Source: an optimization exercise on an open RTL-to-GDS flow (aim: small area, a short achievable clock period and few clock cycles). Production flows keep margins and buffers that such runs may drop.
In this exercise RTL edits were held to simulation tests only and were not proved equivalent to the original.

==> flow/design.v (outline; a module is shown in full before it is edited, if it fits) <==
// module FPTrig: 201 lines
// module mul24: 1956 lines
module FPTrig(
    input clock,
    input reset,
    input start,
    input [1:0] func,
    input [31:0] a_in,
    output reg [31:0] result,
    output reg done
    );
  // ...
==> flow/flow/run.sh <==
#!/bin/bash
# The standard layout (the standard.sh, standard synthesis included) with
# a larger setup margin for the resizer's timing repair, so that it keeps
# shortening paths below the 20 ns clock. Full make output goes to flow.log.
set -euo pipefail
bash standard.sh SETUP_SLACK_MARGIN=11 finish > flow.log 2>&1
==> flow/standard.sh <==
#!/bin/bash
# synth_recipe.tcl (not shown) runs the flow's synth.tcl, then flattens the netlist and writes it again
# the make line also repeats each setting of config.mk as NAME=value (left out here)
make -C /OpenROAD-flow-scripts/flow DESIGN_CONFIG=/design/flow/config.mk WORK_HOME=/design/flow/orfs CLKGATE_MAP_FILE= SYNTH_SCRIPT=/design/flow/synth_recipe.tcl "${@:-finish}"
==> flow/config.mk <==
export PLATFORM = sky130hd
export DESIGN_NAME = FPTrig
export DESIGN_NICKNAME = FPTrig
export VERILOG_FILES = /design/flow/design.v
export SDC_FILE = /design/flow/constraint.sdc
export NUM_CORES = 4
export LEC_CHECK = 0
export ABC_AREA = 1
export CAP_MARGIN = 20
export CORE_MARGIN = 2
export CORE_UTILIZATION = 30
export SLEW_MARGIN = 20
==> flow/constraint.sdc <==
create_clock -name core_clock -period 20.0 [get_ports {clock}]
set_input_delay 4.0000 -clock core_clock [delete_from_list [all_inputs] [get_ports {clock}]]
set_output_delay 4.0000 -clock core_clock [all_outputs]
set_load 0.01 [all_outputs]
==> results.py, run 1 <==
metrics = {
    "outcome": {
        "status": "finished clean",
    },
    "sta": {
        "max_freq_ghz": 0.09003,
        "timing_hold_violations_final": 0,
        "tns_ns": 0,
    },
    "worst_setup_path": {
        "endpoint_kind": "flip-flop",
        "cpMostUsedCell": "nand2_2",
        "worstPathRequired_ns": 20.15,
        "reg2reg_from": "A[24]",
        "criticalPathCategory": "reg -> reg",
        "path_max_fanout": 8,
        "regToRegSetupSlack_ns": 8.89,
        "path_depth": 73,
    },
    "final_layout": {
        "multi_input_area_mm2": 0.03302,
        "fin_util": 0.3824,
        "drive_above_1_share": 0.1930,
        "syn_to_final_growth_pct": 26.13,
        "multi_input_area_share": 0.6964,
    },
    "job": {
        "cap_viol_max_count": 0,
    },
    "clock_network": {
        "hold_buffers": 0,
        "numCtsBuffers": 17,
        "post_cts_resized": 491,
        "clk_pin_slew_ns": 0.06,
        "post_cts_buffers": 237,
    },
    "drt": {
        "ant_nets": 0,
        "vias_per_cell": 5.710,
        "wl_per_cell_um": 23.90,
        "met3_length_mm": 21.30,
    },
    "floorplanning": {
        "initial_core_util": 0.3032,
        "io_pins": 70,
        "row_count": 129,
    },
    "global_route": {
        "grt_pass1_vias": 41990,
    },
    "yosys": {
        "yosysWarnings": 2,
        "yosys-top-cells-count": "1201 x nand2_1, 907 x inv_1, 371 x xor2_1, 359 x nor2_1, 353 x nand3_1",
        "synth_most_common_cell": "nand2_1",
        "netlist.area_leader.share": 0.1379,
    },
    "worst_hold_path": {
        "min_to": "a2",
    },
    "place": {
        "place_area_mm2": 0.04058,
    },
}
Testbench counts, summed over its fixed seeds: cycles 47,984.
==> inputs of run 2 (changes only) <==
--- a/flow/config.mk
+++ b/flow/config.mk
@@ -12 +12,2 @@
 export SLEW_MARGIN = 20
+export TNS_END_PERCENT = 30
==> results.py, run 2 <==
metrics = {
    "sta": {
        "tns_ns": 0,
        "max_freq_ghz": 0.09113,
        "relSlewSlack": 0.09855,
        "clock_skew_ns": 0.01600,
        "setup_viol": 0,
        "period_share": 0.5487,
        "timing_hold_violations_final": 0,
        "fin_crit_ns": 10.97,
        "drv_slew": 0,
        "tightest_slew_ns": 1.338,
        "rsz0062_at_grt": "yes",
    },
    "yosys": {
        "synth_edf_count": 96,
        "ys_async_sr_fraction": 0,
        "synth_area_mm2": 0.03759,
        "synth_cells": 5756,
        "yosys-top-cells-area": "fa_1 14%, nand2_1 12%, ha_1 11%",
        "yosys_register_bits": 117,
        "syn_area_per_cell_um2": 6.530,
        "synth_most_common_cell": "nand2_1",
        "yosysTopAreaCell": "fa_1",
        "synth_cell_types": 67,
        "yosys-top-cells-count": "1201 x nand2_1, 907 x inv_1, 371 x xor2_1, 359 x nor2_1, 353 x nand3_1",
        "yosysWarnings": 2,
        "seq_area_frac_synth": 0.08788,
        "syn_nets": 6375,
        "ys.flop_type": "edfxtp_1",
        "netlist.area_leader.share": 0.1379,
    },
    "worst_setup_path": {
        "endpoint_kind": "flip-flop",
        "startpoint_type": "flip-flop",
        "worstPathRequired_ns": 20.14,
        "crit_family": "compound AO/OA/AOI/OAI gates",
        "reg2reg_from": "result[10]",
        "path_max_fanout": 5,
        "cpMostUsedCell": "nand2_1",
        "crit_buf_inv": 9,
        "crit_start": "result[10]",
        "crit_arrival_ns": 11.11,
        "slowest_stage": "edfxtp_1",
        "criticalPathCategory": "reg -> reg",
        "critical_path.max_stage_delay_ns": 0.68,
    },
    "clock_network": {
        "cts_max_level": 4,
        "numCtsBuffers": 17,
        "clkSinkCount": 117,
        "cts_max_path_buffers": 2,
        "cts_tree": "built",
        "clk_pin_slew_ns": 0.06,
        "clock_latency_ns": 0.44,
        "cts_root_buffer": "clkbuf_16",
        "hold_buffers": 0,
    },
    "drt": {
        "wl_mm": 183.7,
        "drtPass1Iterations": 8,
        "ant_nets": 0,
        "drc_errors": 0,
        "vias_per_cell": 5.766,
        "vias": 44220,
        "wl_per_cell_um": 23.96,
        "drt_iter0_drc": 5985,
    },
    "worst_hold_path": {
        "hp-class": "reg -> reg",
        "hold_path.startpoint": "a1",
    },
    "final_layout": {
        "fin_area_mm2": 0.04727,
        "layout_common_cells": "1081 x nand2_1, 857 x inv_1, 357 x xor2_1",
        "num-nets-final": 6634,
        "drive_above_1_share": 0.1901,
        "top_regs": "A: 32 flops, X: 32 flops, result: 32 flops",
        "fin_util": 0.3813,
        "fillers": 13060,
        "layout_commonest_cell": "nand2_1",
        "syn_to_final_growth_pct": 25.77,
    },
    "floorplanning": {
        "dieHeight_um": 358.0,
        "row_count": 129,
        "die-width_um": 358.0,
        "core_area_mm2": 0.1240,
        "io_pins": 70,
        "die-area_mm2": 0.1281,
        "initial_core_util": 0.3032,
    },
    "global_route": {
        "antenna_found_initial": 9,
        "grt_max_degree": 54,
        "grt_pass1_vias": 41760,
        "overflow": 0,
        "grt.total_usage": 0.2761,
        "grt_pass1_wl_mm": 268.1,
    },
    "place": {
        "place.gp.congestion": 1.048,
        "dp_hpwl_mm": 130.9,
        "place_area_mm2": 0.04044,
        "io_buffers": 69,
    },
    "outcome": {
        "status": "finished clean",
    },
    "job": {
        "cap_viol_max_count": 0,
    },
}
run 2: logic make-up after synthesis:
group / after synthesis / share of synthesized area
simple gates: 2171 / 0.2482
other cells: 2 / 0.0001998
fa+ha+maj: 583 / 0.2457
buf+inv: 1237 / 0.1280
mux: 1 / 0.0002663
compound gates: 1211 / 0.1885
flops: 117 / 0.08788
xor+xnor: 434 / 0.1011
run 2: repair_timing:
item / CTS / global route
gates cloned: 46 / 1
resized for setup: 457 / 251
pin swaps: 186 / 154
setup endpoints to repair: 96 / 96
setup buffers: 252 / 62
run 2: area by class of cell:
class,count,area [µm²],area share
multi-input combinational,4427,33020,0.6986
sequential,117,3312,0.07006
clock buffer,17,425.4,0.008999
tap,1637,2048,0.04333
timing repair buffer,491,4474,0.09465
timing repair inverter,11,81.33,0.001720
inverter,950,3717,0.07864
antenna,4,10.01,0.0002117
clock inverter,15,180.2,0.003811
run 2: worst paths after layout:
| path | end | slack [ns] | cells after the start |
|---|---|---|---|
| worst max-delay path | result[30] | 9.03 | 72 |
| worst min-delay path | a2 | 0.44 | 2 |
| worst max register to register | result[30] | 9.03 | 72 |
| worst min register to register | a2 | 0.44 | 2 |
run 2: per-stage QoR:
step / worst slack, ns / hold slack (ns) / instances
after floorplan: 9.998 / 0.4027 / 5756
after global placement: 5.103 / 0.4227 / 7272
after detailed placement: 4.768 / 0.4292 / 7272
after CTS: 9.368 / 0.4355 / 7602
after global routing: 8.374 / 0.4541 / 7665
final: 9.026 / 0.4350 / 7669
run 2: per-layer routing:
layer,wire [µm],share of wire,up-vias,GRT usage
met5,249,0.0014,-,0.002963
met3,23450,0.13,749,0.08412
met4,13670,0.074,12,0.1660
met2,76560,0.42,3049,0.4082
li1,-,-,19540,-
met1,69810,0.38,20870,0.3515
run 2: worst register-to-register path, delay by kind of cell (launching register included):
kind	cells	cell delay, ns
AOI/OAI and AO/OA	23	3.46
adders and majority gates	4	1.20
DFF	1	0.68
xor gates and xnor gates	4	0.72
and+or+nand+nor	32	3.37
buffers and inverters	9	1.30
==> inputs of run 3 (changes only) <==
--- a/flow/config.mk
+++ b/flow/config.mk
@@ -10,4 +10,3 @@
 export CORE_MARGIN = 2
-export CORE_UTILIZATION = 30
+export CORE_UTILIZATION = 40
 export SLEW_MARGIN = 20
-export TNS_END_PERCENT = 30
==> results.py, run 3 <==
metrics = {
    "place": {
        "place.gp.congestion": 1.079,
        "dp_cells": 6899,
        "dp_hpwl_mm": 129.5,
        "io_buffers": 69,
    },
    "final_layout": {
        "multi_input_area_mm2": 0.03260,
        "fin_cells": 7328,
        "layout_common_cells": "1088 x nand2_1, 861 x inv_1, 406 x buf_4",
        "drive_above_1_share": 0.1889,
        "seq_area_mm2": 0.003314,
        "syn_to_final_growth_pct": 24.64,
        "fillers": 9343,
        "num-nets-final": 6678,
        "top_regs": "A: 32 flops, X: 32 flops, result: 32 flops",
        "layout_commonest_cell": "nand2_1",
    },
    "drt": {
        "ant_nets": 0,
        "drtPass1Iterations": 7,
        "vias": 44400,
        "drt_iter0_drc": 5917,
        "wl_per_cell_um": 24.89,
        "wl_mm": 182.4,
        "vias_per_cell": 6.059,
        "drc_errors": 0,
    },
    "worst_hold_path": {
        "hold_path.startpoint": "ac1",
        "hold_depth": 2,
        "min_to": "ac2",
        "hp-class": "reg -> reg",
    },
    "worst_setup_path": {
        "regToRegSetupSlack_ns": 8.90,
        "crit_arrival_ns": 11.28,
        "startpoint_type": "flip-flop",
        "slowest_stage": "dfxtp_1",
        "criticalPathCategory": "reg -> reg",
        "worstPathRequired_ns": 20.18,
        "path_max_fanout": 13,
        "critical_path.max_stage_delay_ns": 0.44,
        "reg2reg_from": "a6",
        "timing.rr.end": "result[30]",
        "cpMostUsedCell": "nand2_2",
        "endpoint_kind": "flip-flop",
        "reg2reg_depth": 79,
    },
    "global_route": {
        "overflow": 0,
        "grt_pass1_wl_mm": 267.9,
        "antenna_found_initial": 4,
        "grt_max_degree": 54,
        "grt.total_usage": 0.3636,
        "grt_pass1_vias": 42200,
    },
    "yosys": {
        "yosys-top-cells-area": "fa_1 14%, nand2_1 12%, ha_1 11%",
        "syn_nets": 6375,
        "synth_cell_types": 67,
        "yosys-top-cells-count": "1201 x nand2_1, 907 x inv_1, 371 x xor2_1, 359 x nor2_1, 353 x nand3_1",
        "syn_area_per_cell_um2": 6.530,
        "synth_cells": 5756,
        "yosysWarnings": 2,
        "synth_most_common_cell": "nand2_1",
        "ys_async_sr_fraction": 0,
        "yosysTopAreaCell": "fa_1",
        "ys.flop_type": "edfxtp_1",
        "seq_area_frac_synth": 0.08788,
        "yosys_register_bits": 117,
        "netlist.area_leader.share": 0.1379,
        "synth_area_mm2": 0.03759,
        "synth_edf_count": 96,
    },
    "floorplanning": {
        "die-area_mm2": 0.09643,
        "dieHeight_um": 310.5,
        "die-width_um": 310.5,
        "initial_core_util": 0.4033,
        "core_area_mm2": 0.09319,
        "row_count": 112,
        "io_pins": 70,
    },
    "clock_network": {
        "cts_max_level": 4,
        "clock_latency_ns": 0.46,
        "hold_buffers": 0,
        "cts_max_path_buffers": 2,
        "cts_tree": "built",
        "cts_root_buffer": "clkbuf_16",
        "clk_pin_slew_ns": 0.07,
        "numCtsBuffers": 17,
        "clkSinkCount": 117,
    },
    "sta": {
        "clock_skew_ns": 0.02061,
        "drv_slew": 0,
        "rsz0062_at_grt": "yes",
        "max_freq_ghz": 0.09006,
        "timing_hold_violations_final": 0,
        "tns_ns": 0,
        "setup_viol": 0,
        "fin_crit_ns": 11.10,
        "relSlewSlack": 0.1750,
        "tightest_slew_ns": 1.225,
        "period_share": 0.5552,
    },
    "job": {
        "cap_viol_max_count": 0,
    },
    "outcome": {
        "status": "finished clean",
    },
}
## run 3: worst max path at each step
stage	startpoint	endpoint	cells past startpoint
CTS	A[23]	result[30]	85
finish	a6	result[30]	79
detailed placement	ac5	result[30]	66
floorplan	A[23]	A[30]	85
global placement	ac5	result[30]	68
global route	A[23]	result[30]	83
## run 3: final cells by class
type                    instances  share of cell area
diodes                          2           0.0001068
inverters                     950             0.07844
repair buffers                550              0.1088
well taps                    1254             0.03349
clock buffers                  18            0.009161
multi-input cells            4420              0.6959
repair inverters                3           0.0005075
flip-flops and latches        117             0.07075
clock inverters                14            0.002778
## run 3: layer usage
metal / vias to the layer above / track usage / share of wire
met2: 3135 / 0.5418 / 0.41
met3: 735 / 0.09471 / 0.12
met4: 2 / 0.1995 / 0.071
li1: 19630 / - / -
met1: 20900 / 0.4779 / 0.39
met5: - / 0 / 0.000055
## run 3: per-stage QoR
stage,hold WS (ns),util,area [µm²],setup WS [ns]
after floorplan,0.4027,-,38180,9.998
after global placement,0.4276,0.4297,40040,4.930
after detailed placement,0.4280,0.4297,40040,4.669
after CTS,0.4414,0.4902,45680,9.469
after global routing,0.4603,0.5026,46840,8.400
final,0.4370,0.5027,46850,8.896
## run 3: timing repair
item,in CTS,in global routing
gates resized for setup,481,134
endpoints found under the hold margin,0,0
cloned,32,2
buffers inserted,294,66
pin swaps,207,118
endpoints found under the setup margin,96,96
## run 3: kinds of logic (layout without fill, tap and decap cells)
kind of cell / count (synthesis) / count (layout) / synth area share
other: 2 / 4 / 0.0001998
adders and majority gates: 583 / 583 / 0.2457
buffers and inverters: 1237 / 1535 / 0.1280
and+or+nand+nor: 2171 / 2186 / 0.2482
DFF: 117 / 117 / 0.08788
muxes: 1 / 1 / 0.0002663
AOI/OAI and AO/OA: 1211 / 1214 / 0.1885
xor gates and xnor gates: 434 / 434 / 0.1011
## run 3: worst max-delay path: cells and delay by family, from the launching register on
family,cells,cell delay (ns)
AOI/OAI and AO/OA,20,2.76
DFF,1,0.44
xor gates and xnor gates,3,0.40
buffers and inverters,13,1.49
and+or+nand+nor,39,4.54
adders and majority gates,4,1.08
==> inputs of run 4 (changes only) <==
--- a/flow/config.mk
+++ b/flow/config.mk
@@ -10,3 +10,5 @@
 export CORE_MARGIN = 2
-export CORE_UTILIZATION = 40
+export CORE_UTILIZATION = 30
+export PLACE_DENSITY = 0.75
 export SLEW_MARGIN = 20
+export TNS_END_PERCENT = 30
==> results.py, run 4 <==
metrics = {
    "outcome": {
        "status": "finished clean",
    },
    "global_route": {
        "grt_pass1_wl_mm": 254.3,
        "antenna_found_initial": 12,
        "overflow": 0,
        "grt_max_degree": 65,
        "grt.total_usage": 0.2580,
        "grt_pass1_vias": 41410,
    },
    "place": {
        "io_buffers": 69,
        "place.gp.congestion": 1.065,
        "dp_hpwl_mm": 125.4,
    },
    "floorplanning": {
        "die-width_um": 358.0,
        "io_pins": 70,
        "dieHeight_um": 358.0,
        "die-area_mm2": 0.1281,
        "row_count": 129,
        "core_area_mm2": 0.1240,
        "initial_core_util": 0.3032,
    },
    "yosys": {
        "syn_nets": 6375,
        "yosys-top-cells-count": "1201 x nand2_1, 907 x inv_1, 371 x xor2_1, 359 x nor2_1, 353 x nand3_1",
        "synth_most_common_cell": "nand2_1",
        "syn_area_per_cell_um2": 6.530,
        "netlist.area_leader.share": 0.1379,
        "seq_area_frac_synth": 0.08788,
        "synth_edf_count": 96,
        "yosys_register_bits": 117,
        "ys.flop_type": "edfxtp_1",
        "synth_cell_types": 67,
        "yosys-top-cells-area": "fa_1 14%, nand2_1 12%, ha_1 11%",
        "ys_async_sr_fraction": 0,
        "synth_cells": 5756,
        "yosysWarnings": 2,
        "yosysTopAreaCell": "fa_1",
        "synth_area_mm2": 0.03759,
    },
    "sta": {
        "drv_slew": 0,
        "tightest_slew_ns": 1.198,
        "fin_crit_ns": 11.26,
        "relSlewSlack": 0.1960,
        "max_freq_ghz": 0.08882,
        "clock_skew_ns": 0.01810,
        "timing_hold_violations_final": 0,
        "rsz0062_at_grt": "yes",
        "setup_viol": 0,
        "period_share": 0.5629,
        "tns_ns": 0,
    },
    "worst_setup_path": {
        "worstPathRequired_ns": 20.15,
        "criticalPathCategory": "reg -> reg",
        "critical_path.max_stage_delay_ns": 0.55,
        "path_max_fanout": 13,
        "startpoint_type": "flip-flop",
        "crit_arrival_ns": 11.41,
        "slowest_stage": "nor3_2",
        "endpoint_kind": "flip-flop",
        "cpMostUsedCell": "nand2_1",
    },
    "clock_network": {
        "cts_max_path_buffers": 2,
        "hold_buffers": 0,
        "numCtsBuffers": 17,
        "clk_pin_slew_ns": 0.06,
        "cts_tree": "built",
        "clock_latency_ns": 0.44,
        "cts_max_level": 4,
        "clkSinkCount": 117,
        "cts_root_buffer": "clkbuf_16",
    },
    "drt": {
        "drt_iter0_drc": 7020,
        "vias": 44470,
        "ant_nets": 0,
        "drtPass1Iterations": 13,
        "wl_mm": 174.4,
        "vias_per_cell": 5.859,
        "wl_per_cell_um": 22.98,
        "drc_errors": 0,
    },
    "worst_hold_path": {
        "hp-class": "reg -> reg",
    },
    "final_layout": {
        "layout_common_cells": "1097 x nand2_1, 862 x inv_1, 355 x xor2_1",
        "layout_commonest_cell": "nand2_1",
        "drive_above_1_share": 0.1668,
        "fillers": 12900,
        "top_regs": "A: 32 flops, X: 32 flops, result: 32 flops",
        "syn_to_final_growth_pct": 22.22,
        "num-nets-final": 6552,
        "fin_util": 0.3706,
    },
    "job": {
        "cap_viol_max_count": 0,
    },
}
run 4: logic make-up (layout without fill, tap and decap cells):
logic type | after synthesis | after routing | synth area share
xor+xnor | 434 | 434 | 0.1011
compound gates | 1211 | 1214 | 0.1885
flops | 117 | 117 | 0.08788
buf+inv | 1237 | 1407 | 0.1280
other cells | 2 | 9 | 0.0001998
simple gates | 2171 | 2188 | 0.2482
mux | 1 | 1 | 0.0002663
fa+ha+maj | 583 | 583 | 0.2457
run 4: critical path, delay by kind of cell (launching register included):
kind / cells / cell delay [ns]
simple gates: 45 / 5.61
fa+ha+maj: 3 / 0.92
xor+xnor: 4 / 0.59
flops: 1 / 0.35
buf+inv: 12 / 1.61
compound gates: 13 / 1.86
run 4: timing repair:
action | in CTS | in global routing
gates resized for setup | 306 | 233
endpoints found under the setup margin | 96 | 96
setup buffers | 172 | 81
pin swaps | 125 | 158
gates cloned | 30 | 3
run 4: layout make-up:
cell class / instances / area [µm²] / area share
antenna: 7 / 17.52 / 0.0003813
clock buffer: 17 / 425.4 / 0.009260
clock inverter: 15 / 165.2 / 0.003595
inverter: 950 / 3692 / 0.08037
multi-input combinational: 4422 / 32320 / 0.7036
sequential: 117 / 3311 / 0.07207
tap: 1637 / 2048 / 0.04459
timing repair buffer: 420 / 3914 / 0.08519
timing repair inverter: 5 / 42.54 / 0.0009260
run 4: through the flow:
step	hold WS, ns	instance area, µm²	std cells	setup WS, ns
detailed placement	0.4306	40350	7264	4.868
global route	0.4643	45920	7583	8.244
global placement	0.4259	40350	7264	5.124
CTS	0.4393	44160	7498	9.233
finish	0.4361	45940	7590	8.742
floorplan	0.4027	38140	5756	9.998
run 4: final timing paths:
check / start / end / slack (ns) / depth (start not counted)
worst max register to register: sn4 / result[30] / 8.74 / 77
worst min-delay path: a1 / a2 / 0.44 / 2
worst min register to register: a1 / a2 / 0.44 / 2
worst max-delay path: sn4 / result[30] / 8.74 / 77
run 4: per-layer routing:
| layer | part of all wire | global-route usage | wire [µm] | vias up |
|---|---|---|---|---|
| li1 | - | - | - | 19360 |
| met1 | 0.37 | 0.3247 | 63950 | 20700 |
| met2 | 0.41 | 0.3808 | 71560 | 3552 |
| met3 | 0.15 | 0.08702 | 25340 | 845 |
| met4 | 0.077 | 0.1521 | 13400 | 12 |
| met5 | 0.0011 | 0.006667 | 197 | - |
==> inputs of run 5 (changes only) <==
--- a/flow/flow/run.sh
+++ b/flow/flow/run.sh
@@ -5,2 +5,2 @@
 set -euo pipefail
-bash standard.sh SETUP_SLACK_MARGIN=11 finish > flow.log 2>&1
+bash standard.sh SETUP_SLACK_MARGIN=9 finish > flow.log 2>&1
--- a/flow/config.mk
+++ b/flow/config.mk
@@ -11,3 +11,2 @@
 export CORE_UTILIZATION = 30
-export PLACE_DENSITY = 0.75
 export SLEW_MARGIN = 20
==> results.py, run 5 <==
metrics = {
    "worst_setup_path": {
        "worstPathRequired_ns": 20.15,
        "crit_buf_inv": 11,
        "path_max_fanout": 8,
        "cpMostUsedCell": "nand2_2",
        "crit_family": "simple AND/OR/NAND/NOR gates",
        "crit_arrival_ns": 11.15,
        "criticalPathCategory": "reg -> reg",
        "slowest_stage": "edfxtp_1",
        "startpoint_type": "flip-flop",
        "critical_path.max_stage_delay_ns": 0.42,
        "regToRegSetupSlack_ns": 9.00,
        "endpoint_kind": "flip-flop",
    },
    "sta": {
        "clock_skew_ns": 0.01468,
        "fin_crit_ns": 11.00,
        "relSlewSlack": 0.1998,
        "drv_slew": 0,
        "setup_slack_ns": 9.004,
        "holdWs_ns": 0.4337,
        "setup_viol": 0,
        "tns_ns": 0,
        "max_freq_ghz": 0.09095,
        "period_share": 0.5498,
        "rsz0062_at_grt": "yes",
        "tightest_slew_ns": 1.188,
        "timing_hold_violations_final": 0,
    },
    "yosys": {
        "yosys-top-cells-count": "1201 x nand2_1, 907 x inv_1, 371 x xor2_1, 359 x nor2_1, 353 x nand3_1",
        "yosys_register_bits": 117,
        "ys_async_sr_fraction": 0,
        "synth_cell_types": 67,
        "ys.flop_type": "edfxtp_1",
        "yosysWarnings": 2,
        "synth_edf_count": 96,
        "syn_nets": 6375,
        "synth_area_mm2": 0.03759,
        "netlist.area_leader.share": 0.1379,
        "yosys-top-cells-area": "fa_1 14%, nand2_1 12%, ha_1 11%",
        "seq_area_frac_synth": 0.08788,
        "syn_area_per_cell_um2": 6.530,
        "yosysTopAreaCell": "fa_1",
        "synth_cells": 5756,
        "synth_most_common_cell": "nand2_1",
    },
    "clock_network": {
        "clk_pin_slew_ns": 0.06,
        "clkSinkCount": 117,
        "hold_buffers": 0,
        "cts_root_buffer": "clkbuf_16",
        "numCtsBuffers": 17,
        "cts_max_path_buffers": 2,
        "clock_latency_ns": 0.45,
        "cts_tree": "built",
        "cts_max_level": 4,
    },
    "floorplanning": {
        "die-width_um": 358.0,
        "row_count": 129,
        "die-area_mm2": 0.1281,
        "dieHeight_um": 358.0,
        "io_pins": 70,
        "core_area_mm2": 0.1240,
        "initial_core_util": 0.3032,
    },
    "final_layout": {
        "multi_input_area_mm2": 0.03210,
        "fin_cells": 7593,
        "num-nets-final": 6562,
        "fillers": 13340,
        "syn_to_final_growth_pct": 22.05,
        "layout_commonest_cell": "nand2_1",
        "layout_common_cells": "1087 x nand2_1, 868 x inv_1, 363 x xor2_1",
        "drive_above_1_share": 0.1647,
        "fin_area_mm2": 0.04587,
        "seq_area_mm2": 0.003303,
        "top_regs": "A: 32 flops, X: 32 flops, result: 32 flops",
    },
    "drt": {
        "ant_nets": 0,
        "drc_errors": 0,
        "wl_per_cell_um": 24.41,
        "wl_mm": 185.4,
        "vias_per_cell": 5.706,
        "drtPass1Iterations": 7,
        "vias": 43330,
        "drt_iter0_drc": 6157,
    },
    "place": {
        "dp_hpwl_mm": 132.9,
        "place_area_mm2": 0.04007,
        "dp_cells": 7285,
        "pre_cts_slack_ns": 4.161,
        "place.gp.congestion": 1.015,
        "io_buffers": 69,
    },
    "global_route": {
        "grt.total_usage": 0.2763,
        "grt_pass1_wl_mm": 265.8,
        "grt_max_degree": 53,
        "overflow": 0,
        "antenna_found_initial": 8,
        "grt_pass1_vias": 40540,
    },
    "job": {
        "cap_viol_max_count": 0,
    },
    "outcome": {
        "status": "finished clean",
    },
    "worst_hold_path": {
        "hp-class": "reg -> reg",
    },
}
-- run 5: cell counts after synthesis --
No cell type changed its count.
-- run 5: worst paths after layout --
check | to | cells past startpoint | from
max | result[30] | 78 | A[23]
min | c2 | 2 | c1
max reg2reg | result[30] | 78 | A[23]
min reg2reg | c2 | 2 | c1
-- run 5: cell type report --
type                    instances  area share
repair buffers                436     0.08802
repair inverters                8    0.001636
multi-input cells            4413      0.6997
clock buffers                  18    0.009355
clock inverters                13    0.003982
inverters                     950     0.08062
diodes                          1  0.00005455
flip-flops and latches        117     0.07201
well taps                    1637     0.04465
-- run 5: worst min-delay path: cells and delay by family, from the launching register on --
family	cells	cell delay (ns)
buffers and inverters	1	0.05
DFF	1	0.32
and+or+nand+nor	1	0.03
-- run 5: what timing repair did --
action | in CTS | in global routing
pin swaps | 89 | 174
hold endpoints to repair | 0 | 0
buffers inserted | 117 | 125
gates resized for setup | 289 | 401
cloned | 22 | 12
endpoints found under the setup margin | 96 | 91
-- run 5: per-layer routing --
layer | vias up | track usage | share of wire
li1 | 19360 | - | -
met1 | 20620 | 0.3761 | 0.40
met2 | 2769 | 0.4171 | 0.42
met3 | 571 | 0.04840 | 0.11
met4 | 6 | 0.1423 | 0.062
met5 | - | 0 | 0.00024
-- run 5: per-stage QoR --
stage	util
2_1_floorplan	-
3_3_place_gp	0.3232
3_5_place_dp	0.3233
4_1_cts	0.3477
5_1_grt	0.3701
6_report	0.3701
-- run 5: logic make-up after synthesis --
family	Yosys count	synth area share
buf+inv	1237	0.1280
simple gates	2171	0.2482
compound gates	1211	0.1885
flops	117	0.08788
xor+xnor	434	0.1011
mux	1	0.0002663
fa+ha+maj	583	0.2457
other cells	2	0.0001998
==> inputs of run 6 (changes only) <==
--- a/flow/config.mk
+++ b/flow/config.mk
@@ -11,2 +11,3 @@
 export CORE_UTILIZATION = 30
+export PLACE_DENSITY = 0.75
 export SLEW_MARGIN = 20
==> results.py, run 6 <==
metrics = {
    "floorplanning": {
        "dieHeight_um": 358.0,
        "die-area_mm2": 0.1281,
        "core_area_mm2": 0.1240,
        "initial_core_util": 0.3032,
        "die-width_um": 358.0,
        "row_count": 129,
        "io_pins": 70,
    },
    "global_route": {
        "antenna_found_initial": 7,
        "grt.total_usage": 0.2534,
        "grt_pass1_wl_mm": 250.4,
        "grt_pass1_vias": 41010,
        "overflow": 0,
        "grt_max_degree": 65,
    },
    "yosys": {
        "synth_cells": 5756,
        "netlist.area_leader.share": 0.1379,
        "syn_area_per_cell_um2": 6.530,
        "ys_async_sr_fraction": 0,
        "syn_nets": 6375,
        "yosys-top-cells-count": "1201 x nand2_1, 907 x inv_1, 371 x xor2_1, 359 x nor2_1, 353 x nand3_1",
        "ys.flop_type": "edfxtp_1",
        "synth_cell_types": 67,
        "synth_edf_count": 96,
        "yosysWarnings": 2,
        "synth_most_common_cell": "nand2_1",
        "seq_area_frac_synth": 0.08788,
        "yosys_register_bits": 117,
        "yosys-top-cells-area": "fa_1 14%, nand2_1 12%, ha_1 11%",
        "synth_area_mm2": 0.03759,
        "yosysTopAreaCell": "fa_1",
    },
    "final_layout": {
        "num-nets-final": 6568,
        "layout_commonest_cell": "nand2_1",
        "layout_common_cells": "1095 x nand2_1, 869 x inv_1, 356 x xor2_1",
        "drive_above_1_share": 0.1661,
        "fillers": 12900,
        "fin_cells": 7604,
        "top_regs": "A: 32 flops, X: 32 flops, result: 32 flops",
        "fin_area_mm2": 0.04590,
        "syn_to_final_growth_pct": 22.11,
    },
    "worst_setup_path": {
        "slowest_stage": "dfxtp_2",
        "crit_arrival_ns": 11.33,
        "criticalPathCategory": "reg -> reg",
        "worstPathRequired_ns": 20.14,
        "reg2reg_depth": 78,
        "path_max_fanout": 9,
        "startpoint_type": "flip-flop",
        "cpMostUsedCell": "nand2_2",
        "critical_path.max_stage_delay_ns": 0.38,
        "endpoint_kind": "flip-flop",
    },
    "worst_hold_path": {
        "hold_depth": 2,
        "hp-class": "reg -> reg",
    },
    "clock_network": {
        "clock_latency_ns": 0.44,
        "hold_buffers": 0,
        "cts_max_path_buffers": 2,
        "cts_root_buffer": "clkbuf_16",
        "numCtsBuffers": 17,
        "cts_max_level": 4,
        "clkSinkCount": 117,
        "clk_pin_slew_ns": 0.06,
        "cts_tree": "built",
    },
    "sta": {
        "setup_viol": 0,
        "max_freq_ghz": 0.08937,
        "drv_slew": 0,
        "clock_skew_ns": 0.01715,
        "fin_crit_ns": 11.19,
        "rsz0062_at_grt": "yes",
        "timing_hold_violations_final": 0,
        "tightest_slew_ns": 1.306,
        "relSlewSlack": 0.1199,
        "period_share": 0.5595,
        "tns_ns": 0,
    },
    "place": {
        "io_buffers": 69,
        "place_area_mm2": 0.03996,
        "dp_cells": 7275,
        "place.gp.congestion": 1.037,
        "dp_hpwl_mm": 126.1,
    },
    "drt": {
        "drtPass1Iterations": 9,
        "wl_mm": 173.6,
        "ant_nets": 0,
        "vias_per_cell": 5.834,
        "drc_errors": 0,
        "vias": 44360,
        "wl_per_cell_um": 22.83,
        "drt_iter0_drc": 7262,
    },
    "outcome": {
        "status": "finished clean",
    },
    "job": {
        "cap_viol_max_count": 0,
    },
}
==> run 6: cell count changes in the layout (fill, tap and decap cells not counted), sizes merged <==
cell      change
clkinvlp      -8
bufinv        -1
bufbuf        -5
clkbuf        +1
diode         +4
nor2          +1
buf           +5
clkinv        -1
nand2         +4
inv          +11
==> run 6: cell families after synthesis <==
| logic type | after synthesis | synth area share |
|---|---|---|
| compound gates | 1211 | 0.1885 |
| xor+xnor | 434 | 0.1011 |
| fa+ha+maj | 583 | 0.2457 |
| buf+inv | 1237 | 0.1280 |
| flops | 117 | 0.08788 |
| mux | 1 | 0.0002663 |
| other cells | 2 | 0.0001998 |
| simple gates | 2171 | 0.2482 |
==> run 6: final cells by class <==
class,instances,area [µm²],area share
Multi-Input combinational cell,4418,32290,0.7035
Timing Repair Buffer,438,3904,0.08505
Inverter,950,3664,0.07982
Sequential cell,117,3307,0.07205
Tap cell,1637,2048,0.04463
Clock buffer,17,425.4,0.009269
Clock inverter,15,191.4,0.004171
Timing Repair inverter,7,58.81,0.001281
Antenna cell,5,12.51,0.0002726
==> run 6: per-layer routing <==
metal  wire length, µm  vias to the layer above  global-route usage
li1                  -                    19390                   -
met3             23820                      839             0.07532
met1             63630                    20660              0.3202
met4             13540                        8              0.1518
met2             72560                     3459              0.3795
met5                53                        -                   0
==> run 6: repair_timing <==
item                                   in CTS  in global routing
resized for setup                         287                405
setup endpoints to repair                  96                 91
buffers inserted                          122                135
endpoints found under the hold margin       0                  0
cloned                                     21                 14
pin swaps                                 108                199
==> run 6: per-stage QoR <==
stage | util | setup WS [ns] | hold slack (ns)
6_report | 0.3703 | 8.811 | 0.4413
3_3_place_gp | 0.3224 | 3.665 | 0.4261
5_1_grt | 0.3702 | 8.230 | 0.4660
2_1_floorplan | - | 9.017 | 0.4027
4_1_cts | 0.3459 | 8.999 | 0.4409
3_5_place_dp | 0.3224 | 3.781 | 0.4332
==> run 6: critical path: cells and delay by family, from the launching register on <==
kind                     cells  cell delay (ns)
XOR/XNOR                     3             0.56
buffers and inverters       12             1.74
flip-flops                   1             0.38
AND/OR/NAND/NOR             47             5.35
AO/OA/AOI/OAI               13             1.99
adder cells (fa/ha/maj)      3             0.85
==> run 6: path summary, 6_finish.rpt <==
kind         slack, ns          to  start
max               8.81  result[29]     c4
min               0.44         ac2    ac1
max reg2reg       8.81  result[29]     c4
min reg2reg       0.44         ac2    ac1
==> inputs of run 7 (changes only) <==
--- a/flow/flow/run.sh
+++ b/flow/flow/run.sh
@@ -5,2 +5,2 @@
 set -euo pipefail
-bash standard.sh SETUP_SLACK_MARGIN=9 finish > flow.log 2>&1
+bash standard.sh SETUP_SLACK_MARGIN=7 finish > flow.log 2>&1
--- a/flow/config.mk
+++ b/flow/config.mk
@@ -11,3 +11,2 @@
 export CORE_UTILIZATION = 30
-export PLACE_DENSITY = 0.75
 export SLEW_MARGIN = 20
==> results.py, run 7 <==
metrics = {
    "worst_hold_path": {
        "hp-class": "reg -> reg",
    },
    "yosys": {
        "synth_compound_area_frac": 0.1885,
        "syn_area_per_cell_um2": 6.530,
        "synth_cells": 5756,
        "netlist.area_leader.share": 0.1379,
        "synth_cell_types": 67,
        "synth_top_family_by_area": "simple AND/OR/NAND/NOR gates",
        "yosys-top-cells-area": "fa_1 14%, nand2_1 12%, ha_1 11%",
        "synth_mux_area_frac": 0.0002663,
        "yosysWarnings": 2,
        "ys_async_sr_fraction": 0,
        "seq_area_frac_synth": 0.08788,
        "synth_most_common_cell": "nand2_1",
        "yosysTopAreaCell": "fa_1",
        "syn_nets": 6375,
        "ys.flop_type": "edfxtp_1",
        "synthAdderAreaFrac": 0.2457,
        "yosys_register_bits": 117,
        "yosys-top-cells-count": "1201 x nand2_1, 907 x inv_1, 371 x xor2_1, 359 x nor2_1, 353 x nand3_1",
        "synth-simple-area-share": 0.2482,
        "synth_area_mm2": 0.03759,
        "synth_edf_count": 96,
        "synth_xor_area_frac": 0.1011,
    },
    "place": {
        "place.gp.congestion": 1.017,
        "dp_cells": 7286,
        "dp_hpwl_mm": 133.7,
        "io_buffers": 69,
        "pre_cts_slack_ns": 3.642,
    },
    "final_layout": {
        "layout_common_cells": "1186 x nand2_1, 899 x inv_1, 369 x xor2_1",
        "layout_commonest_cell": "nand2_1",
        "top_regs": "A: 32 flops, X: 32 flops, result: 32 flops",
        "fin_cells": 7387,
        "drive_above_1_share": 0.07185,
        "fillers": 13600,
        "seq_area_mm2": 0.003303,
        "fin_util": 0.3374,
        "multi_input_area_mm2": 0.03023,
        "syn_to_final_growth_pct": 11.26,
        "num-nets-final": 6354,
    },
    "worst_setup_path": {
        "criticalPathCategory": "reg -> reg",
        "reg2reg_from": "A[24]",
        "endpoint_kind": "flip-flop",
        "crit_start": "A[24]",
        "worstPathRequired_ns": 20.16,
        "path_max_fanout": 14,
        "timing.rr.end": "result[30]",
        "startpoint_type": "flip-flop",
        "reg2reg_depth": 78,
        "slowest_stage": "edfxtp_1",
        "crit_path_end": "result[30]",
        "cpMostUsedCell": "nand2_1",
        "regToRegSetupSlack_ns": 7.71,
        "crit_arrival_ns": 12.45,
        "critical_path.max_stage_delay_ns": 0.41,
    },
    "drt": {
        "drt_iter0_drc": 5805,
        "ant_nets": 0,
        "vias": 41980,
        "drtPass1Iterations": 6,
        "wl_mm": 177.1,
        "drc_errors": 0,
        "vias_per_cell": 5.683,
        "wl_per_cell_um": 23.98,
    },
    "sta": {
        "max_freq_ghz": 0.08138,
        "rsz0062_at_grt": "no",
        "fin_crit_ns": 12.29,
        "period_share": 0.6144,
        "clock_skew_ns": 0.01232,
        "tns_ns": 0,
        "setup_slack_ns": 7.712,
        "drv_slew": 0,
        "relSlewSlack": 0.2185,
        "tightest_slew_ns": 1.172,
        "timing_hold_violations_final": 0,
        "setup_viol": 0,
    },
    "global_route": {
        "grt_max_degree": 65,
        "antenna_found_initial": 9,
        "grt_pass1_wl_mm": 257.1,
        "grt.total_usage": 0.2666,
        "grt_pass1_vias": 39470,
        "overflow": 0,
    },
    "floorplanning": {
        "row_count": 129,
        "die-area_mm2": 0.1281,
        "core_area_mm2": 0.1240,
        "io_pins": 70,
        "dieHeight_um": 358.0,
        "die-width_um": 358.0,
        "initial_core_util": 0.3032,
    },
    "outcome": {
        "status": "finished clean",
    },
    "clock_network": {
        "cts_max_level": 4,
        "clock_latency_ns": 0.45,
        "clk_pin_slew_ns": 0.06,
        "numCtsBuffers": 17,
        "hold_buffers": 0,
        "clkSinkCount": 117,
        "cts_tree": "built",
        "cts_max_path_buffers": 2,
        "cts_root_buffer": "clkbuf_16",
    },
    "job": {
        "cap_viol_max_count": 0,
    },
}
==> run 7: cell count changes in the layout (fill, tap and decap cells not counted), sizes merged, moves of 2 or more <==
cell / previous run / this run
buf: 360 / 163
bufbuf: 2 / 0
clkbuf: 24 / 18
clkinv: 18 / 16
diode: 5 / 2
inv: 942 / 939
nand2: 1231 / 1227
==> run 7: worst min-delay path by stage <==
| stage | to | start | cells after the start | slack (ns) |
|---|---|---|---|---|
| 6_report | c2 | c1 | 2 | 0.43 |
| 2_1_floorplan | ac2 | ac1 | 2 | 0.40 |
| 4_1_cts | c2 | c1 | 2 | 0.43 |
| 5_1_grt | ac2 | ac1 | 2 | 0.45 |
| 3_5_place_dp | c2 | c1 | 2 | 0.43 |
| 3_3_place_gp | c2 | c1 | 2 | 0.42 |
==> run 7: layout make-up <==
cell class / instances / share of cell area
Timing Repair inverter: 2 / 0.0002992
Sequential cell: 117 / 0.07899
Clock inverter: 15 / 0.004638
Antenna cell: 2 / 0.0001197
Timing Repair Buffer: 233 / 0.04766
Clock buffer: 17 / 0.01017
Inverter: 950 / 0.08623
Multi-Input combinational cell: 4414 / 0.7229
Tap cell: 1637 / 0.04898
==> run 7: cells by family after synthesis <==
logic type | after synthesis
AO/OA/AOI/OAI | 1211
XOR/XNOR | 434
adder cells (fa/ha/maj) | 583
buffers and inverters | 1237
flip-flops | 117
multiplexers | 1
other | 2
AND/OR/NAND/NOR | 2171
==> run 7: metrics by stage <==
step	hold WS (ns)	cell area (µm²)
2_1_floorplan	0.4027	37590
3_3_place_gp	0.4198	40060
3_5_place_dp	0.4260	40060
4_1_cts	0.4343	41020
5_1_grt	0.4489	41810
6_report	0.4309	41820
==> run 7: what timing repair did <==
action,CTS,global route
pin swaps,10,27
cloned,6,8
buffers inserted,13,40
endpoints found under the setup margin,96,91
gates resized for setup,43,111
hold endpoints to repair,0,0
==> run 7: metal layers <==
metal | vias up | GRT usage | share of wire
li1 | 18950 | - | -
met1 | 19920 | 0.3639 | 0.41
met2 | 2617 | 0.4110 | 0.43
met4 | 6 | 0.1146 | 0.051
met3 | 490 | 0.04763 | 0.11
met5 | - | 0 | 0.00021
==> run 7: worst max-delay path: cells and delay by family (launching register included) <==
family / cells / cell delay, ns
DFF: 1 / 0.41
xor gates and xnor gates: 4 / 0.71
and+or+nand+nor: 37 / 4.81
buffers and inverters: 11 / 1.37
AOI/OAI and AO/OA: 21 / 3.31
adders and majority gates: 5 / 1.38
==> inputs of run 8 (changes only) <==
--- a/flow/flow/run.sh
+++ b/flow/flow/run.sh
@@ -5,2 +5,2 @@
 set -euo pipefail
-bash standard.sh SETUP_SLACK_MARGIN=7 finish > flow.log 2>&1
+bash standard.sh SETUP_SLACK_MARGIN=8 finish > flow.log 2>&1
==> results.py, run 8 <==
metrics = {
    "outcome": {
        "status": "finished clean",
    },
    "floorplanning": {
        "dieHeight_um": 358.0,
        "initial_core_util": 0.3032,
        "die-area_mm2": 0.1281,
        "core_area_mm2": 0.1240,
        "row_count": 129,
        "io_pins": 70,
        "die-width_um": 358.0,
    },
    "drt": {
        "ant_nets": 0,
        "wl_per_cell_um": 24.00,
        "wl_mm": 179.6,
        "vias": 42620,
        "drc_errors": 0,
        "drtPass1Iterations": 7,
        "vias_per_cell": 5.693,
        "drt_iter0_drc": 6138,
    },
    "clock_network": {
        "clock_latency_ns": 0.45,
        "cts_root_buffer": "clkbuf_16",
        "hold_buffers": 0,
        "cts_tree": "built",
        "clkSinkCount": 117,
        "cts_max_level": 4,
        "clk_pin_slew_ns": 0.06,
        "cts_max_path_buffers": 2,
        "numCtsBuffers": 17,
    },
    "worst_setup_path": {
        "worstPathRequired_ns": 20.16,
        "crit_family": "simple AND/OR/NAND/NOR gates",
        "crit_arrival_ns": 11.72,
        "path_depth": 68,
        "slowest_stage": "clkinvlp_4",
        "endpoint_kind": "flip-flop",
        "criticalPathCategory": "reg -> reg",
        "cpMostUsedCell": "nand2_2",
        "startpoint_type": "flip-flop",
        "reg2reg_depth": 68,
        "critical_path.max_stage_delay_ns": 0.55,
        "crit_buf_inv": 7,
        "path_max_fanout": 30,
    },
    "sta": {
        "timing_hold_violations_final": 0,
        "max_freq_ghz": 0.08652,
        "clock_skew_ns": 0.009962,
        "rsz0062_at_grt": "yes",
        "fin_crit_ns": 11.56,
        "holdWs_ns": 0.4309,
        "drv_slew": 0,
        "tns_ns": 0,
        "tightest_slew_ns": 1.165,
        "setup_viol": 0,
        "setup_slack_ns": 8.442,
        "period_share": 0.5779,
        "relSlewSlack": 0.2165,
    },
    "yosys": {
        "synth_xor_area_frac": 0.1011,
        "synth-simple-area-share": 0.2482,
        "synth_cells": 5756,
        "syn_nets": 6375,
        "ys.flop_type": "edfxtp_1",
        "yosysWarnings": 2,
        "ys_async_sr_fraction": 0,
        "synth_compound_area_frac": 0.1885,
        "syn_area_per_cell_um2": 6.530,
        "synth_mux_area_frac": 0.0002663,
        "yosysTopAreaCell": "fa_1",
        "synth_top_family_by_area": "simple AND/OR/NAND/NOR gates",
        "synth_cell_types": 67,
        "seq_area_frac_synth": 0.08788,
        "yosys_register_bits": 117,
        "synthAdderAreaFrac": 0.2457,
        "yosys-top-cells-count": "1201 x nand2_1, 907 x inv_1, 371 x xor2_1, 359 x nor2_1, 353 x nand3_1",
        "synth_most_common_cell": "nand2_1",
        "synth_edf_count": 96,
        "synth_area_mm2": 0.03759,
        "netlist.area_leader.share": 0.1379,
        "yosys-top-cells-area": "fa_1 14%, nand2_1 12%, ha_1 11%",
    },
    "final_layout": {
        "syn_to_final_growth_pct": 16.45,
        "diodes": 0,
        "fin_area_mm2": 0.04377,
        "layout_commonest_cell": "nand2_1",
        "fin_util": 0.3531,
        "num-nets-final": 6455,
        "drive_above_1_share": 0.1137,
        "fin_cells": 7486,
        "top_regs": "A: 32 flops, X: 32 flops, result: 32 flops",
        "layout_common_cells": "1148 x nand2_1, 891 x inv_1, 363 x xor2_1",
    },
    "job": {
        "cap_viol_max_count": 0,
    },
    "place": {
        "io_buffers": 69,
        "dp_cells": 7286,
        "place_area_mm2": 0.04006,
        "place.gp.congestion": 1.017,
        "dp_hpwl_mm": 133.7,
        "pre_cts_slack_ns": 3.642,
    },
    "global_route": {
        "antenna_found_initial": 5,
        "grt.total_usage": 0.2685,
        "grt_pass1_vias": 39690,
        "overflow": 0,
        "grt_max_degree": 65,
        "grt_pass1_wl_mm": 259.0,
    },
    "worst_hold_path": {
        "hold_depth": 2,
        "hp-class": "reg -> reg",
    },
}
==> run 8: layout make-up <==
class                           instances  area [µm²]
Clock buffer                           17       425.4
Timing Repair Buffer                  331        2937
Multi-Input combinational cell       4417       31200
Fill cell                           13450       80190
Timing Repair inverter                  2       16.27
Sequential cell                       117        3303
Inverter                              950        3643
Clock inverter                         15       193.9
Tap cell                             1637        2048
==> run 8: cell families (layout without fill, tap and decap cells) <==
logic type	count (synthesis)	in the layout
adders and majority gates	583	583
xor gates and xnor gates	434	434
muxes	1	1
buffers and inverters	1237	1315
AOI/OAI and AO/OA	1211	1214
other	2	2
and+or+nand+nor	2171	2183
DFF	117	117
==> run 8: tightest hold or removal path, cell delays in order, from the launching register on <==
cell and delay (ns):
dfxtp_1 0.31, inv_1 0.05, nor2_1 0.03
==> run 8: routing by layer <==
metal	GRT usage	vias up	routed length, µm
li1	-	19140	-
met1	0.3668	20380	74100
met2	0.4148	2600	77450
met3	0.04509	501	18720
met4	0.1172	2	9368
met5	0	-	13
==> run 8: repair_timing <==
item	in CTS	in global routing
gates resized for setup	116	288
cloned	8	13
setup buffers	39	108
endpoints found under the setup margin	96	91
pin swaps	20	113
==> run 8: worst paths after layout <==
| path | start | endpoint | slack, ns |
|---|---|---|---|
| worst max-delay path | ac2 | result[30] | 8.44 |
| worst max register to register | ac2 | result[30] | 8.44 |
| worst min-delay path | c1 | c2 | 0.43 |
| worst min register to register | c1 | c2 | 0.43 |

port drivers added, routing unchanged:
In the flow no input, the clock included, has a driving cell. The finished layouts below were timed again as built, in two steps. Step 1: set_driving_cell puts a clkbuf_16 on clock and a buf_2 on each other input, an assumption about the parent block. Step 2 also shifts input and output timing later by t, the mid clock arrival at the registers, as if the neighbouring blocks saw the same clock. Slacks: ideal ports / drivers / drivers and shift; pairs: ideal ports / drivers.
| run | t (ns) | slack for setup (ns) | worst data-port slew with drivers (ns) | pins driven straight from the clock port |
|---|---|---|---|---|
| run 1 | 0.480 | 8.893 / 8.893 / 8.893 | 0.07 | 1 |
| run 2 | 0.479 | 9.026 / 9.026 / 9.026 | 0.07 | 1 |
| run 3 | 0.495 | 8.896 / 8.896 / 8.896 | 0.07 | 1 |
| run 4 | 0.482 | 8.742 / 8.742 / 8.742 | 0.07 | 1 |
| run 5 | 0.481 | 9.004 / 9.004 / 9.004 | 0.07 | 1 |
| run 6 | 0.474 | 8.811 / 8.811 / 8.811 | 0.08 | 1 |
| run 7 | 0.496 | 7.712 / 7.712 / 7.712 | 0.06 | 1 |
| run 8 | 0.490 | 8.442 / 8.442 / 8.442 | 0.06 | 1 |
After both steps every run listed still meets setup and hold.
